This design comes from an exercise in tuning for small area, a short achievable clock period and few clock cycles on the open sky130 flow, not from production work. No run shown here included a check of the RTL's function; only the layout flow was run. Power figures rest on the tool's default switching activity, not on a simulated workload.

File: flow/constraint.sdc
create_clock -name core_clock -period 9.0 [get_ports {iClk}]
set_input_delay 1.8000 -clock core_clock [delete_from_list [all_inputs] [get_ports {iClk}]]
set_output_delay 1.8000 -clock core_clock [all_outputs]
set_load 0.01 [all_outputs]
File: flow/flow/run.sh
#!/bin/bash
# The standard layout (standard.sh) with these changes:
# - the port buffers inserted before global placement are plain buf_1 cells
#   instead of the default delay-cell choice;
# - clock tree synthesis adds no dummy balancing loads;
# - timing repair aims for a setup slack of 6.0 ns at the 9 ns clock, i.e. a
#   shorter achieved period than the constraint asks for.
# The whole make output goes to standard_flow.log; each step's own log is
# under orfs/logs.
set -euo pipefail
export BUFFER_PORTS_ARGS="-buffer_cell sky130_fd_sc_hd__buf_1"
export CTS_ARGS="-sink_clustering_enable -repair_clock_nets -dont_use_dummy_load"
bash standard.sh SETUP_SLACK_MARGIN=6.0 finish > standard_flow.log 2>&1
File: flow/config.mk
export PLATFORM = sky130hd
export DESIGN_NAME = rdma_ip_decap_integrated
export DESIGN_NICKNAME = rdma_ip_decap_integrated
export VERILOG_FILES = /design/flow/design.v
export SDC_FILE = /design/flow/constraint.sdc
export NUM_CORES = 4
export LEC_CHECK = 0
export ABC_CLOCK_PERIOD_IN_PS = 2500
export CAP_MARGIN = 20
export CORE_MARGIN = 2
export CORE_UTILIZATION = 40
export SLEW_MARGIN = 20
File: flow/standard.sh
#!/bin/bash
# synth_recipe.tcl (not shown) runs the flow's synth.tcl, then flattens the netlist and writes it again
# the make line also repeats each setting of config.mk as NAME=value (left out here)
make -C /OpenROAD-flow-scripts/flow DESIGN_CONFIG=/design/flow/config.mk WORK_HOME=/design/flow/orfs CLKGATE_MAP_FILE= SYNTH_SCRIPT=/design/flow/synth_recipe.tcl "${@:-finish}"
File: flow/design.v
`timescale 1ns/1ps
module rdma_ip_decap_integrated #(
    parameter [47:0] LOCAL_MAC  = 48'h000A35010203,
    parameter [15:0] LOCAL_PORT = 16'd5005
)(
    input  wire        iClk,
    input  wire        iRst,
    input  wire [31:0] i_eth_axis_tdata,
    input  wire [3:0]  i_eth_axis_tkeep,
    input  wire        i_eth_axis_tvalid,
    output wire        o_eth_axis_tready,
    input  wire        i_eth_axis_tlast,
    input  wire        i_eth_axis_tuser,
    output wire [31:0] o_payload_axis_tdata,
    output wire [3:0]  o_payload_axis_tkeep,
    output wire        o_payload_axis_tvalid,
    input  wire        i_payload_axis_tready,
    output wire        o_payload_axis_tlast,
    output wire        o_payload_axis_tuser,
    output wire [31:0] o_hdr_src_ip,
    output wire [31:0] o_hdr_dst_ip,
    output wire [15:0] o_hdr_src_port,
    output wire [15:0] o_hdr_dst_port,
    output wire [15:0] o_hdr_payload_len,
    output wire        o_hdr_valid,
    output wire        o_busy,
    output wire        o_error,
    output wire [3:0]  o_error_code,
    output wire        o_stat_pkt_received,
    output wire        o_stat_pkt_dropped,
    output wire [2:0]  o_debug_state
);
wire [31:0] d    = i_eth_axis_tdata;
wire [3:0]  k    = i_eth_axis_tkeep;
wire        tl   = i_eth_axis_tlast;
wire        tu   = i_eth_axis_tuser;
reg  [3:0] bc;       
reg        drop;     
reg        pay;      
reg        pend;     
reg        pk3;      
reg        pu;       
wire hdr_mode = !drop && !pay;
reg [31:0] o_data; reg [3:1] o_keep; reg o_last, o_user, o_valid;
reg [31:0] q_data; reg [3:1] q_keep; reg q_last, q_user, q_valid;
reg  tready;          
reg  busy_r;
wire hs     = i_eth_axis_tvalid && tready;
wire hh     = hs && hdr_mode;      
reg [3:0]  ec;               
reg [15:0] acc;              
reg [1:0]  cd;               
reg        fresh;            
reg        ck_r;             
reg [15:0] s_reg;            
reg        hv_r, er_r, rc_r, dr_r;
wire        first = (bc == 4'd5);
wire [15:0] acc_in = first ? 16'd0 : acc;
wire [1:0]  cd_in  = first ? 2'd0 : cd;
wire [17:0] sum = {2'b00, acc_in} + {2'b00, q_data[15:0]} + {2'b00, q_data[31:16]} + {16'd0, cd_in};
wire ck_sum = (sum[15:2] == 14'h3FFF) &&
              ({sum[17:16], sum[1:0]} == 4'b0011 || {sum[17:16], sum[1:0]} == 4'b0110 ||
               {sum[17:16], sum[1:0]} == 4'b1001);
wire ck_ok  = fresh ? ck_sum : ck_r;
wire [15:0] w_lo = {d[7:0],   d[15:8]};     
wire [15:0] w_hi = {d[23:16], d[31:24]};    
wire mac_ok = (ec[1] && w_lo == LOCAL_MAC[15:0]) || (ec[0] && w_lo == 16'hFFFF);
wire [3:0] ec3 = (w_lo != 16'h0800)  ? 4'd2 : (d[23:20] != 4'd4) ? 4'd3 :
                 (d[19:16] != 4'd5)  ? 4'd4 : 4'd0;
wire [3:0] ec9 = (ec != 4'd0 && ec < 4'd5) ? ec :
                 !ck_ok               ? 4'd5 :
                 (ec == 4'd6)         ? 4'd6 :
                 (w_lo != LOCAL_PORT) ? 4'd7 : ec;
wire       good9 = (ec9 == 4'd0);
wire       hfail = tl || tu;            
always @(posedge iClk) begin
    if (hh) begin
        case (bc)
            4'd0: ec <= {2'b00,
                         d == {LOCAL_MAC[23:16], LOCAL_MAC[31:24], LOCAL_MAC[39:32], LOCAL_MAC[47:40]},
                         d == 32'hFFFFFFFF};
            4'd1: ec <= mac_ok ? 4'd0 : 4'd1;
            4'd3: if (ec == 4'd0) ec <= ec3;
            4'd4: if (ec == 4'd0 && w_lo < 16'd28) ec <= 4'd8;
            4'd5: if ((ec == 4'd0 || ec == 4'd8) && d[31:24] != 8'h11) ec <= 4'd6;
            4'd9: ec <= ec9;
            default: ;
        endcase
        if (bc == 4'd9) acc <= {w_hi[15:3] - 13'd1, w_hi[2:0]};
    end
    if (fresh && !(hh && bc == 4'd9)) begin
        acc <= sum[15:0];
        cd  <= sum[17:16];
    end
    if (fresh) ck_r <= ck_sum;
    fresh <= hh && !hfail && bc >= 4'd4 && bc <= 4'd8;
    if (hs && (pay || (hdr_mode && ((bc >= 4'd3 && bc <= 4'd8) || bc == 4'd10))))
        s_reg <= d[31:16];
end
wire push_in = hs && pay;
wire push_fl = pend && !q_valid;
wire push    = push_in || push_fl;
wire pop     = o_valid && i_payload_axis_tready;
wire [31:0] w_data = {d[15:0], s_reg};
wire        w_last = push_in ? (tl && !k[2]) : 1'b1;
wire [3:1]  w_keep = push_in ? (w_last ? {k[1], 2'b11} : 3'b111) : {2'b00, pk3};
wire        w_user = push_in ? tu : pu;
reg  [3:0] bc_n;
reg        drop_n, pay_n, pend_n, o_valid_n, q_valid_n;
reg        hv_n, er_n, rc_n, dr_n, set_pend;
always @* begin
    bc_n = bc; drop_n = drop; pay_n = pay;
    hv_n = 1'b0; er_n = 1'b0; rc_n = 1'b0; dr_n = 1'b0; set_pend = 1'b0;
    if (hs) begin
        if (drop) begin
            if (tl) drop_n = 1'b0;
        end else if (pay) begin
            if (tl) begin
                pay_n    = 1'b0;
                rc_n     = 1'b1;
                set_pend = k[2];
            end
        end else if (bc == 4'd10) begin
            bc_n = 4'd0;
            if (tl) begin
                rc_n     = 1'b1;
                set_pend = k[2];
            end else begin
                pay_n = 1'b1;
            end
        end else if (hfail) begin
            dr_n = 1'b1;
            bc_n = 4'd0;
            if (!tl) drop_n = 1'b1;
        end else if (bc == 4'd9) begin
            if (good9) begin
                hv_n = 1'b1;
                bc_n = 4'd10;
            end else begin
                er_n   = 1'b1;
                dr_n   = 1'b1;
                drop_n = 1'b1;
                bc_n   = 4'd0;
            end
        end else begin
            bc_n = bc + 4'd1;
        end
    end
    pend_n = set_pend || (pend && !push_fl);
    o_valid_n = o_valid; q_valid_n = q_valid;
    if (q_valid) begin
        if (pop) q_valid_n = 1'b0;
    end else if (push) begin
        if (!o_valid || pop) o_valid_n = 1'b1;
        else                 q_valid_n = 1'b1;
    end else if (pop) begin
        o_valid_n = 1'b0;
    end
end
wire tready_n = drop_n ||
                (pay_n ? !q_valid_n
                       : !(bc_n == 4'd3 && (pend_n || o_valid_n || q_valid_n)));
always @(posedge iClk) begin
    if (!iRst) begin
        bc <= 4'd0; drop <= 1'b0; pay <= 1'b0;
        pend <= 1'b0; o_valid <= 1'b0; q_valid <= 1'b0;
        hv_r <= 1'b0; er_r <= 1'b0; rc_r <= 1'b0; dr_r <= 1'b0;
        tready <= 1'b1; busy_r <= 1'b0;
    end else begin
        bc <= bc_n; drop <= drop_n; pay <= pay_n;
        pend <= pend_n; o_valid <= o_valid_n; q_valid <= q_valid_n;
        hv_r <= hv_n; er_r <= er_n; rc_r <= rc_n; dr_r <= dr_n;
        tready <= tready_n;
        busy_r <= drop_n || pay_n || (bc_n != 4'd0);
    end
end
always @(posedge iClk) begin
    if (set_pend) begin
        pk3 <= k[3];
        pu  <= tu;
    end
end
wire hold_o = hdr_mode && (bc == 4'd8 || bc == 4'd9 || bc == 4'd10);
wire o_load = q_valid ? pop : ((!o_valid || pop) && !hold_o);
wire q_load = !q_valid && ((o_valid && !pop) || (hdr_mode && bc >= 4'd4 && bc <= 4'd8));
always @(posedge iClk) begin
    if (o_load) begin
        if (q_valid) begin
            o_data <= q_data; o_keep <= q_keep; o_last <= q_last; o_user <= q_user;
        end else begin
            o_data <= w_data; o_keep <= w_keep; o_last <= w_last; o_user <= w_user;
        end
    end
    if (q_load) begin
        q_data <= w_data; q_keep <= w_keep; q_last <= w_last; q_user <= w_user;
    end
end
assign o_eth_axis_tready     = tready;
assign o_payload_axis_tdata  = o_data;
assign o_payload_axis_tkeep  = {o_keep, 1'b1};    
assign o_payload_axis_tvalid = o_valid;
assign o_payload_axis_tlast  = o_last;
assign o_payload_axis_tuser  = o_user;
assign o_hdr_src_ip      = {o_data[7:0], o_data[15:8], o_data[23:16], o_data[31:24]};
assign o_hdr_dst_ip      = {q_data[7:0], q_data[15:8], q_data[23:16], q_data[31:24]};
assign o_hdr_src_port    = {s_reg[7:0], s_reg[15:8]};
assign o_hdr_dst_port    = LOCAL_PORT;    
assign o_hdr_payload_len = acc;
assign o_hdr_valid       = hv_r;
assign o_busy       = busy_r;
assign o_error      = er_r;
assign o_error_code = ec;
assign o_stat_pkt_received = rc_r;
assign o_stat_pkt_dropped  = dr_r;
assign o_debug_state       = 3'b000;
endmodule
==> run notes, run 1 <==
Outcome:
- The run finished with no timing, DRC or antenna violations.

Routing:
- The total via count after detailed routing is 6461.
- The first routing iteration left 626 violations.
- In the routed design, unresolved DRC markers number 0.
- The routed wire length is roughly 24000 um.
- The post-detailed-route count of antenna-violating nets is 0.
- The count of TritonRoute iterations in the first routing pass is 5.
- Using the TritonRoute via totals, the vias-per-cell ratio works out to approximately 5.4.
- The average routed wire per standard cell is about 20 um.

Setup path:
- Along the worst path, the maximum fanout reaches 5.
- The data arrival time of the worst path is 4760 ps.
- The largest single stage delay on the critical path is 550 ps.
- The end of the worst register-to-register path is tready.
- The critical path contains buffers and inverters numbering 3 combined.
- STA classifies the critical path startpoint as a flop.
- The launch instance of the worst register-to-register path is bc[1].
- The worst setup path is captured at a flop.
- In this design, the largest share of critical-path delay is due to adder cells.
- The critical path goes through inv_4 > ha_4 > nand2_8 > nand2_2 > fa_1 > inv_2 > fa_2 > ha_4 > inv_2 > fa_2 > nor2b_4 > o31a_4 > o21a_4 > a211oi_2 > nor4_1 > and4_4 > a32oi_4 > o221a_1 > nor2b_4 > o211ai_2.
- The setup slack on the worst flop-to-flop path is between 4000 and 5000 ps.
- The slowest cell on the critical path is fa_2.
- The type of the worst setup path is flop to flop.
- The cell count of the worst reg-to-reg path is 20.
- The critical path runs through a total of 20 cells.
- The data required time of the worst path is between 9000 and 10000 ps.

Logic synthesis:
- The netlist area before placement is 0.00797 sq mm.
- The share of the synthesized netlist area taken by xor and xnor gates is 0.0176.
- The post-synthesis compound-gate area fraction is 0.120.
- For this run, asynchronously set or reset flops after synthesis account for 0.
- The multiplexer fraction of the synthesized cell area is 0.0522.
- Of the total synthesized cell area, the portion taken by AND, OR, NAND and NOR gates is 0.144.
- The cell type with the largest total area after synthesis is edfxtp_1.
- Yosys mapped a number of flops with a built-in enable equal to roughly 110.
- The commonest cells after synthesis are 114 x edfxtp_1, 70 x inv_1, 69 x nand2_1.
- The area share of fa/ha/maj cells after synthesis is 0.102.
- The area share of the largest cell type after synthesis is 0.430.
- The post-synthesis area per instance is 10.7 sq um.
- The leading cell type by number of instances after synthesis is edfxtp_1.
- In this run, synthesis produced a sequential element count of 131.
- Sorting the synthesized cells by area gives the leading types as edfxtp_1 43%, ha_1 5.7%, mux2_2 5.1%.
- After synthesis, the largest family of logic cells by area is simple AND/OR/NAND/NOR gates.
- The synthesized netlist cell count is roughly 740.
- The commonest register cell after synthesis is edfxtp_1.
- The yosys synthesis warning count is 1.
- The sequential cell area fraction in the yosys report is 0.473.
- The synthesized netlist contains 72 unique library cells.

Clock network:
- The depth of the CTS H-tree is 4.
- TritonCTS built the clock tree.
- The clock network latency to the later pin of the worst-skew pair is 420 ps.
- CTS saw 131 sinks.
- After clock tree synthesis, the clock-pin slew on the worst setup and hold paths is 60 ps.
- The tree is rooted in a clkbuf_16.
- The longest clock path from root to sink contains 2 buffers.
- The TritonCTS buffer count is 17.

GRT:
- The residual overflow from global routing is 0.
- The initial antenna violation count is 0.
- The number of global-route vias before repair is 5984.
- The largest net degree at the start of global routing is 38.
- In the global route stage, overall resource usage came out at 0.223.
- The first global-routing pass estimated 35800 um of wire.

STA:
- The number of hold violations in the final report came to 0.
- The worst setup skew after layout is 30.8 ps.
- The fmax is between 0.2 and 0.25 GHz.
- The final worst-path cycle share is 0.490.
- Setup violations remaining at the end of the flow were counted as 0.
- Summed over all failing endpoints, the final setup total negative slack is 0 ps.
- The minimum clock period after layout is roughly 4400 ps.
- The number of max-slew violations in the final report is 0.
- The headroom to the max-slew limit is 0.515.
- Setup repair after global routing could not meet its margin everywhere.
- At the pin with the least slew margin, the transition time is 718 ps.

Power:
- The cell leakage power is 3.86 nW.
- In this run the power density over the cells is 125 mW/mm^2.
- The worst ir drop on vdd is between 0.09 and 0.1 mV.

Min path:
- The worst hold path was traced through 0 stages.
- The type of the tightest min-delay check is flop to flop.
- The worst hold path begins at s_reg[1].
- The worst hold endpoint is q_data[1].

Flow run:
- The tool flagged a number of max-cap violations equal to 0.

Die:
- During I/O placement, the number of pins put on the boundary was just over 200.
- The height of the chip is 145 um.
- The core region is 0.0195 sq mm.
- The starting utilization of the core area is 0.408.
- The floorplan die area is 0.0211 sq mm.
- The floorplan step set the die width to 145 um.
- The count of standard-cell rows is 51.

Layout:
- Fill cells in the final layout number 1710.
- The area of all placed cells without fillers is about 0.010 sq mm.
- The post-layout instance count excluding filler cells is 1205.
- In the final layout, the share of cells above drive strength 1 is 0.253.
- The net count of the finished layout is 1038.
- In the final layout, the multi-input gates occupy ~0.0044 sq mm.
- The largest registers in the layout are o_data (32), q_data (32).
- The synthesis-to-layout area growth is 29.7%.
- 0 antenna diodes ended up in the layout.
- The area taken by flip-flops and latches is 0.00378 sq mm.

Placement:
- Including well taps, the total number of placed cells is 1142.
- Routability-driven placement finished with a final weighted congestion of 0.909.
- The placed instances occupy a cell area of approximately 0.0088 sq mm.
- The port buffer count is 184.
- The post-detailed-placement half-perimeter wirelength is about 18000 um.
## metal layers
metal	global-route usage	wire length [um]	part of all wire
met5	0	0	0
met2	0.350	11300	0.46
met3	0.0469	2110	0.086
met1	0.311	10500	0.43
met4	0.0662	573	0.023
## power breakdown
group	leakage, nW	switching [mW]	internal, mW
Clock	0.209	0.223	0.326
Combinational	2.42	0.0518	0.0269
Sequential	1.23	0.00481	0.662
## cell type report
cell class | instances | area share
multi-input cells | 490 | 0.426
flip-flops and latches | 131 | 0.366
repair buffers | 230 | 0.108
clock buffers | 17 | 0.0412
well taps | 265 | 0.0321
inverters | 72 | 0.0265
## cells by family (layout without fill, tap and decap cells)
family / Yosys count / after routing
compound gates: 132 / 132
fa+ha+maj: 54 / 54
other cells: 2 / 20
flops: 131 / 131
mux: 37 / 37
buf+inv: 141 / 319
simple gates: 229 / 231
xor+xnor: 16 / 16
## through the flow
step / setup WS [ps] / hold slack, ps / util / power (mW)
global route: 4450 / 469 / 0.529 / 1.33
detailed placement: 4160 / 461 / 0.450 / 0.749
finish: 4590 / 468 / 0.529 / 1.30
floorplan: 4600 / 470 / - / 0.727
CTS: 4640 / 465 / 0.505 / 1.30
global placement: 4190 / 457 / 0.450 / 0.749
## worst max path at each step
stage          start  endpoint  slack, ps
5_1_grt        bc[2]    tready       4450
4_1_cts        bc[1]    tready       4640
6_report       bc[1]    tready       4590
3_5_place_dp   bc[2]    tready       4160
3_3_place_gp   bc[2]    tready       4190
2_1_floorplan  bc[1]     ec[1]       4600
## cell usage in the layout (no fill, tap or decap), types with 7 or more instances in the layout
master,synthesis,final
buf_1,2,178
or3_1,9,8
nand2_1,69,58
buf_6,0,7
dfxtp_1,17,12
conb_1,2,20
nor2_1,43,35
nand4_1,12,12
mux2_2,36,35
edfxtp_1,114,114
a21oi_1,34,23
fa_1,18,15
and2_1,10,10
o21ai_1,2,11
ha_1,36,15
a21oi_2,2,10
inv_1,70,62
clkbuf_16,0,17
inv_2,0,7
ha_4,0,18
nand3_1,22,21
nor3_1,14,9
buf_4,52,36
o21ai_0,26,14
nand2_2,0,8
## repair_timing
item / CTS / global route
buffers inserted: 25 / 19
cloned: 1 / 1
gates resized for setup: 83 / 59
hold buffers: 0 / 0
pin swaps: 39 / 33
endpoints found under the setup margin: 69 / 51
==> inputs of run 2 (changes only) <==
--- a/flow/design.v
+++ b/flow/design.v
@@ -42,26 +42,29 @@
 reg        pu;       
 wire hdr_mode = !drop && !pay;
 reg [31:0] o_data; reg [3:1] o_keep; reg o_last, o_user, o_valid;
-reg [31:0] q_data; reg [3:1] q_keep; reg q_last, q_user, q_valid;
+reg [3:1] q_keep; reg q_last, q_user, q_valid;    
 reg  tready;          
 reg  busy_r;
 wire hs     = i_eth_axis_tvalid && tready;
 wire hh     = hs && hdr_mode;      
 reg [3:0]  ec;               
-reg [15:0] acc;              
-reg [1:0]  cd;               
-reg        fresh;            
+reg [15:0] ca, cb;           
+reg [15:0] plen;             
 reg        ck_r;             
 reg [15:0] s_reg;            
 reg        hv_r, er_r, rc_r, dr_r;
-wire        first = (bc == 4'd5);
-wire [15:0] acc_in = first ? 16'd0 : acc;
-wire [1:0]  cd_in  = first ? 2'd0 : cd;
-wire [17:0] sum = {2'b00, acc_in} + {2'b00, q_data[15:0]} + {2'b00, q_data[31:16]} + {16'd0, cd_in};
-wire ck_sum = (sum[15:2] == 14'h3FFF) &&
-              ({sum[17:16], sum[1:0]} == 4'b0011 || {sum[17:16], sum[1:0]} == 4'b0110 ||
-               {sum[17:16], sum[1:0]} == 4'b1001);
-wire ck_ok  = fresh ? ck_sum : ck_r;
+wire        b3  = (bc == 4'd3);
+wire [15:0] ya  = b3 ? 16'hFFF7 : ca;
+wire [15:0] yb  = b3 ? 16'h0000 : cb;
+wire [15:0] s1  = ya ^ yb ^ d[15:0];
+wire [15:0] c1  = (ya & yb) | (ya & d[15:0]) | (yb & d[15:0]);
+wire [15:0] c1r = {c1[14:0], c1[15]};
+wire [15:0] s2  = s1 ^ c1r ^ d[31:16];
+wire [15:0] c2  = (s1 & c1r) | (s1 & d[31:16]) | (c1r & d[31:16]);
+wire [15:0] c2r = {c2[14:0], c2[15]};
+wire ck8 = (s1 == ~c1r) || ((s1 == 16'h0000) && (c1r == 16'h0000)) ||
+           ((s1 == 16'hFFFF) && (c1r == 16'hFFFF));
+wire ck_ok = ck_r;
 wire [15:0] w_lo = {d[7:0],   d[15:8]};     
 wire [15:0] w_hi = {d[23:16], d[31:24]};    
 wire mac_ok = (ec[1] && w_lo == LOCAL_MAC[15:0]) || (ec[0] && w_lo == 16'hFFFF);
@@ -86,15 +89,10 @@
             4'd9: ec <= ec9;
             default: ;
         endcase
-        if (bc == 4'd9) acc <= {w_hi[15:3] - 13'd1, w_hi[2:0]};
-    end
-    if (fresh && !(hh && bc == 4'd9)) begin
-        acc <= sum[15:0];
-        cd  <= sum[17:16];
-    end
-    if (fresh) ck_r <= ck_sum;
-    fresh <= hh && !hfail && bc >= 4'd4 && bc <= 4'd8;
-    if (hs && (pay || (hdr_mode && ((bc >= 4'd3 && bc <= 4'd8) || bc == 4'd10))))
+        if (bc == 4'd8) ck_r <= ck8;
+        if (bc == 4'd9) plen <= {w_hi[15:3] - 13'd1, w_hi[2:0]};
+    end
+    if (hs && (pay || (hdr_mode && (bc == 4'd6 || bc == 4'd7 || bc == 4'd8 || bc == 4'd10))))
         s_reg <= d[31:16];
 end
 wire push_in = hs && pay;
@@ -182,17 +180,25 @@
 end
 wire hold_o = hdr_mode && (bc == 4'd8 || bc == 4'd9 || bc == 4'd10);
 wire o_load = q_valid ? pop : ((!o_valid || pop) && !hold_o);
-wire q_load = !q_valid && ((o_valid && !pop) || (hdr_mode && bc >= 4'd4 && bc <= 4'd8));
+wire q_load = !q_valid && o_valid && !pop;
+wire ck_acc = hh && bc >= 4'd3 && bc <= 4'd7;      
+wire ck_end = hh && bc == 4'd8;                    
 always @(posedge iClk) begin
     if (o_load) begin
         if (q_valid) begin
-            o_data <= q_data; o_keep <= q_keep; o_last <= q_last; o_user <= q_user;
+            o_data <= {cb, ca}; o_keep <= q_keep; o_last <= q_last; o_user <= q_user;
         end else begin
             o_data <= w_data; o_keep <= w_keep; o_last <= w_last; o_user <= w_user;
         end
     end
+    if (ck_acc) begin
+        ca <= s2;
+        cb <= c2r;
+    end else if (ck_end || q_load) begin
+        {cb, ca} <= w_data;
+    end
     if (q_load) begin
-        q_data <= w_data; q_keep <= w_keep; q_last <= w_last; q_user <= w_user;
+        q_keep <= w_keep; q_last <= w_last; q_user <= w_user;
     end
 end
 assign o_eth_axis_tready     = tready;
@@ -202,10 +208,10 @@
 assign o_payload_axis_tlast  = o_last;
 assign o_payload_axis_tuser  = o_user;
 assign o_hdr_src_ip      = {o_data[7:0], o_data[15:8], o_data[23:16], o_data[31:24]};
-assign o_hdr_dst_ip      = {q_data[7:0], q_data[15:8], q_data[23:16], q_data[31:24]};
+assign o_hdr_dst_ip      = {ca[7:0], ca[15:8], cb[7:0], cb[15:8]};
 assign o_hdr_src_port    = {s_reg[7:0], s_reg[15:8]};
 assign o_hdr_dst_port    = LOCAL_PORT;    
-assign o_hdr_payload_len = acc;
+assign o_hdr_payload_len = plen;
 assign o_hdr_valid       = hv_r;
 assign o_busy       = busy_r;
 assign o_error      = er_r;
==> run 2 against run 1 <==
  * Still clean
  * Via count decreased by 8.1%
  * Global-route usage hardly changed
  * Critical path depth down 13
  * Register-to-register slack improved by 1400 ps
  * First-iteration DRC count fell by 46%
  * Critical path type is now input port to flop
  * Critical endpoint is now ec[0]
  * Largest cell class is now flip-flops and latches
  * Highest routed layer unchanged
==> run notes, run 2 <==
Layout:
- The number of flip-flops under the largest register name is 32.
- The antenna diode count is 0 (unchanged).
- The number of fill cells is 1614 (-5.6%).
- Ranked by flip-flop count, first place goes to o_data.
- The footprint of the multi-input gates is 0.00359 sq mm (-18%).
- The share of layout cells above drive strength 1 came to 0.271 (+0.0182).
- The net count of the finished layout came to 974 (-6.2%).
- In the layout the commonest cells are 163 x buf_1, 113 x edfxtp_1, 85 x nand2_1, 48 x buf_4, 39 x nor2_1.
- Leaving out fill and tap cells, the most frequent cell in the layout is buf_1.
- The synthesis-to-layout area growth is 32.2%.
- The area taken by flip-flops and latches is 0.00369 sq mm (-2.3%).

Setup path:
- The data arrival time of the worst path was 3530 ps (-1230 ps).
- The endpoint kind of the worst setup timing path is a flop.
- The critical path in this run is classified as input port to flop.
- The worst-path maximum fanout is 2 (-3).
- The data required time of the worst path came to 9130 ps (-210 ps).
- STA classifies the critical path startpoint as an input port.

Logic synthesis:
- In the synthesized netlist, the cells that appear most often are 113 x edfxtp_1, 88 x nand2_1, 56 x inv_1.
- The share of the synthesized netlist area taken by xor and xnor gates is 0.0118 (-0.00575).
- The multiplexer fraction of the synthesized cell area is 0.0533 (+0.00117).
- The basic-gate share of the synthesized area counting and, or, nand and nor cells is 0.154 (+0.0105).
- The sequential cell area fraction in the yosys report is 0.500 (+0.0272).
- The post-synthesis cell type count is 51 (-29%).
- Yosys attributes the largest share of cell area to edfxtp_1 46%, fa_1 8.7%, mux2_2 5.3%.
- The leading cell type by number of instances after synthesis is edfxtp_1.
- The main combinational cell family by area after synthesis is simple AND/OR/NAND/NOR gates.
- The area share of fa/ha/maj cells after synthesis came to 0.122 (+0.0204).
- For this run, the leading register cell type out of synthesis is edfxtp_1.
- The post-synthesis area per instance is 11.0 sq um (+2.5%).
- The largest total area in the synthesized netlist belongs to edfxtp_1.
- The number of enable flip-flop cells after synthesis is 113 (-0.88%).
- The area share of the largest cell type after synthesis is 0.459 (+0.0293).
- The share of synthesized flip-flops with an asynchronous set or reset was 0 (unchanged).
- The post-synthesis compound-gate area fraction is 0.0662 (-0.0535).
- The netlist area before placement is 0.00739 sq mm (-7.2%).
- The post-synthesis sequential element count was 128 (-2.3%).
- The synthesized netlist cell count is 672 (-9.4%).
- The yosys synthesis warning count is 1 (unchanged).

STA:
- The final worst-path cycle share is 0.378 (-0.112).
- The fmax came to 0.294 GHz (+30%).
- The worst-case setup margin in the final layout is 5590 ps (+1010 ps).
- Setup repair after global routing could not meet its margin everywhere.
- The worst setup skew after layout is 17.2 ps (-13.6 ps).
- The transition time at the pin with the least slew margin is 865 ps (+147 ps).
- The setup violation total in the final timing report came to 0 (unchanged).
- The headroom to the max-slew limit is 0.423 (-0.0922).
- The minimum clock period after layout was 3410 ps (-1010 ps).
- The number of hold violations in the final report is 0 (unchanged).
- The setup TNS is 0 ps (unchanged).
- The number of max-slew violations in the final report came to 0 (unchanged).

Placement:
- The final weighted congestion of routability-driven global placement came to 0.910 (+0.18%).
- The pre-CTS setup slack is 4880 ps (+727 ps).
- The post-detailed-placement half-perimeter wirelength was 15300 um (-13%).
- The port buffer count is 184 (unchanged).

Power:
- The portion of total power attributed to combinational logic is 0.116 (+0.055).
- The power density over the cells was 139 mW/mm^2 (+11%).
- The cell leakage power is 3.55 nW (-8.2%).
- The internal power of the cells is 1.04 mW (+2.8%).
- The switching power share of the total came to 0.229 (+0.0134).
- The worst ir drop on vdd is 0.126 mV (+38%).
- The clock power share is 0.400 (-0.024).
- The total power of the final layout is 1.35 mW (+4.6%).
- The sequential cell fraction of total power is 0.484 (-0.031).
- The net switching component of the power is 0.311 mW (+11%).

Routing:
- The detailed router's first-iteration violation count is 338 (-46%).
- The post-detailed-route count of antenna-violating nets is 0 (unchanged).
- The via-per-instance ratio is 5.37 (+0.17%).
- The routed wire length is 22000 um (-9.8%).
- The total via count after detailed routing is 5940 (-8.1%).
- The count of TritonRoute iterations in the first routing pass is 4 (-1).
- The average routed wire per standard cell was 19.9 um (-1.7%).
- The remaining routing DRC violations is 0 (unchanged).

Die:
- The starting utilization of the core area is 0.410 (+0.00219).
- The horizontal die dimension is 140 um (-3.6%).
- The count of standard-cell rows came to 49 (-3.9%).
- The top-level port count was 206 (unchanged).
- The floorplan die area is 0.0196 sq mm (-7.0%).
- The height of the chip was 140 um (-3.6%).
- The standard cell core area is 0.0180 sq mm (-7.7%).

GRT:
- The largest net degree at the start of global routing came to 56 (+47%).
- The number of global-route vias before repair came to 5712 (-4.5%).
- The overall global routing resource usage was 0.223 (+0.000392).
- The residual overflow from global routing is 0 (unchanged).
- The initial antenna violation count came to 1 (+1).
- The global-route wire length before repair is 32900 um (-8.1%).

Clock network:
- The TritonCTS buffer count was 17 (unchanged).
- The depth of the CTS H-tree is 4 (unchanged).
- The maximum root-to-sink buffer count was 2 (unchanged).
- The CTS tree is built.
- The clock transition time at the flip-flop clock pins of the worst setup and hold paths is 60 ps (about the same).
- The master cell of the clock root buffer is clkbuf_16.
- The number of clock sinks seen by CTS was 128 (-2.3%).
- The clock network latency to the later pin of the worst-skew pair is 410 ps (about the same).

Flow run:
- The number of maximum-capacitance constraint violations is 0 (unchanged).

Min path:
- The type of the tightest min-delay check is flop to flop.

Outcome:
- The flow ran to the end and the layout has no timing, DRC or antenna violations.
## run 2: cell count changes after synthesis, sizes merged, moves of 7 or more
cell,delta
a21oi,-22
nand2,+19
ha,-15
o21ai,+15
fa,+14
inv,-11
nand3,-9
nor4,+9
nand4,+7
## run 2: critical path, cell delays in order
cell and delay, ps:
buf_12 110, or3_4 400, or4b_1 490, o311ai_2 280, a21oi_1 80, a31oi_1 210
o221ai_1 160
## run 2: path summary, 6_finish.rpt
| kind | from | to | slack, ps | cells after the start |
|---|---|---|---|---|
| worst min register to register | pend | pend | 490 | 2 |
| worst max-delay path | i_eth_axis_tdata[0] | ec[0] | 5590 | 7 |
| worst max register to register | bc[3] | ck_r | 5970 | 10 |
| worst min-delay path | pend | pend | 490 | 2 |
## run 2: per-stage QoR
stage                     utilization  std cells  cell area [sq um]  hold slack (ps)
final                           0.542       1106               9770              490
after global routing            0.542       1106               9770              509
after CTS                       0.535       1101               9630              490
after detailed placement        0.463       1038               8340              483
after global placement          0.463       1038               8340              480
after floorplan                     -        690               7800              460
## run 2: final cells by class
class,count,share of cell area
well taps,229,0.0293
flip-flops and latches,128,0.378
inverters,59,0.0393
repair buffers,236,0.142
clock buffers,17,0.0435
multi-input cells,437,0.368
## run 2: logic make-up (layout without fill, tap and decap cells)
family | count (synthesis) | count (layout)
other | 2 | 20
AND/OR/NAND/NOR | 232 | 235
buffers and inverters | 128 | 312
adder cells (fa/ha/maj) | 53 | 53
multiplexers | 35 | 35
flip-flops | 128 | 128
XOR/XNOR | 10 | 10
AO/OA/AOI/OAI | 84 | 84
## run 2: layer usage
layer	up-vias	track usage	routed length (um)
li1	2711	-	-
met3	25	0.0588	1670
met2	266	0.369	10800
met1	2938	0.293	9220
met4	0	0.0589	286
met5	-	0	0
## run 2: power by group through the flow
stage               Sequential (mW)  Combinational [mW]  Clock (mW)
floorplan                     0.669              0.0724           0
global placement              0.667               0.117           0
detailed placement            0.667               0.118           0
CTS                           0.655               0.151       0.554
global route                  0.656               0.169       0.574
finish                        0.655               0.157       0.542
## run 2: timing repair
action | CTS | global route
pin swaps | 53 | 28
hold buffers | 0 | 0
gates cloned | 4 | 0
setup buffers | 42 | 5
resized for setup | 133 | 25
endpoints found under the setup margin | 111 | 58

## port drivers added, routing unchanged
The flow's constraints put no driver on any port. The routed layouts listed below were extracted and timed again, unchanged, in two steps.
Step 1: set_driving_cell puts a clkbuf_16 on iClk and a buf_2 on each other input, an assumption about the parent block.
Step 2 adds t to the input delays and takes it off the output delays; t is the mean of the earliest and latest rising clock arrival at the registers after step 1. Input paths then give back, and output paths get back, about the clock's delay inside the block.
Three values: ideal, step 1, step 2; two values: the first two.
| run | t (ns) | setup WS [ns] | worst hold slack (ns) | clock arrival spread, ns |
|---|---|---|---|---|
| run 1 | 0.447 | 4.586 / 4.586 / 4.586 | 0.468 / 0.468 / 0.468 | 0.030 / 0.031 |
| run 2 | 0.451 | 5.595 / 5.576 / 5.125 | 0.490 / 0.490 / 0.490 | 0.024 / 0.024 |
After both steps every run listed still meets setup and hold. The setup slack of run 2, which loses most, moves by -0.019 ns with the drivers and by -0.470 ns with both steps.
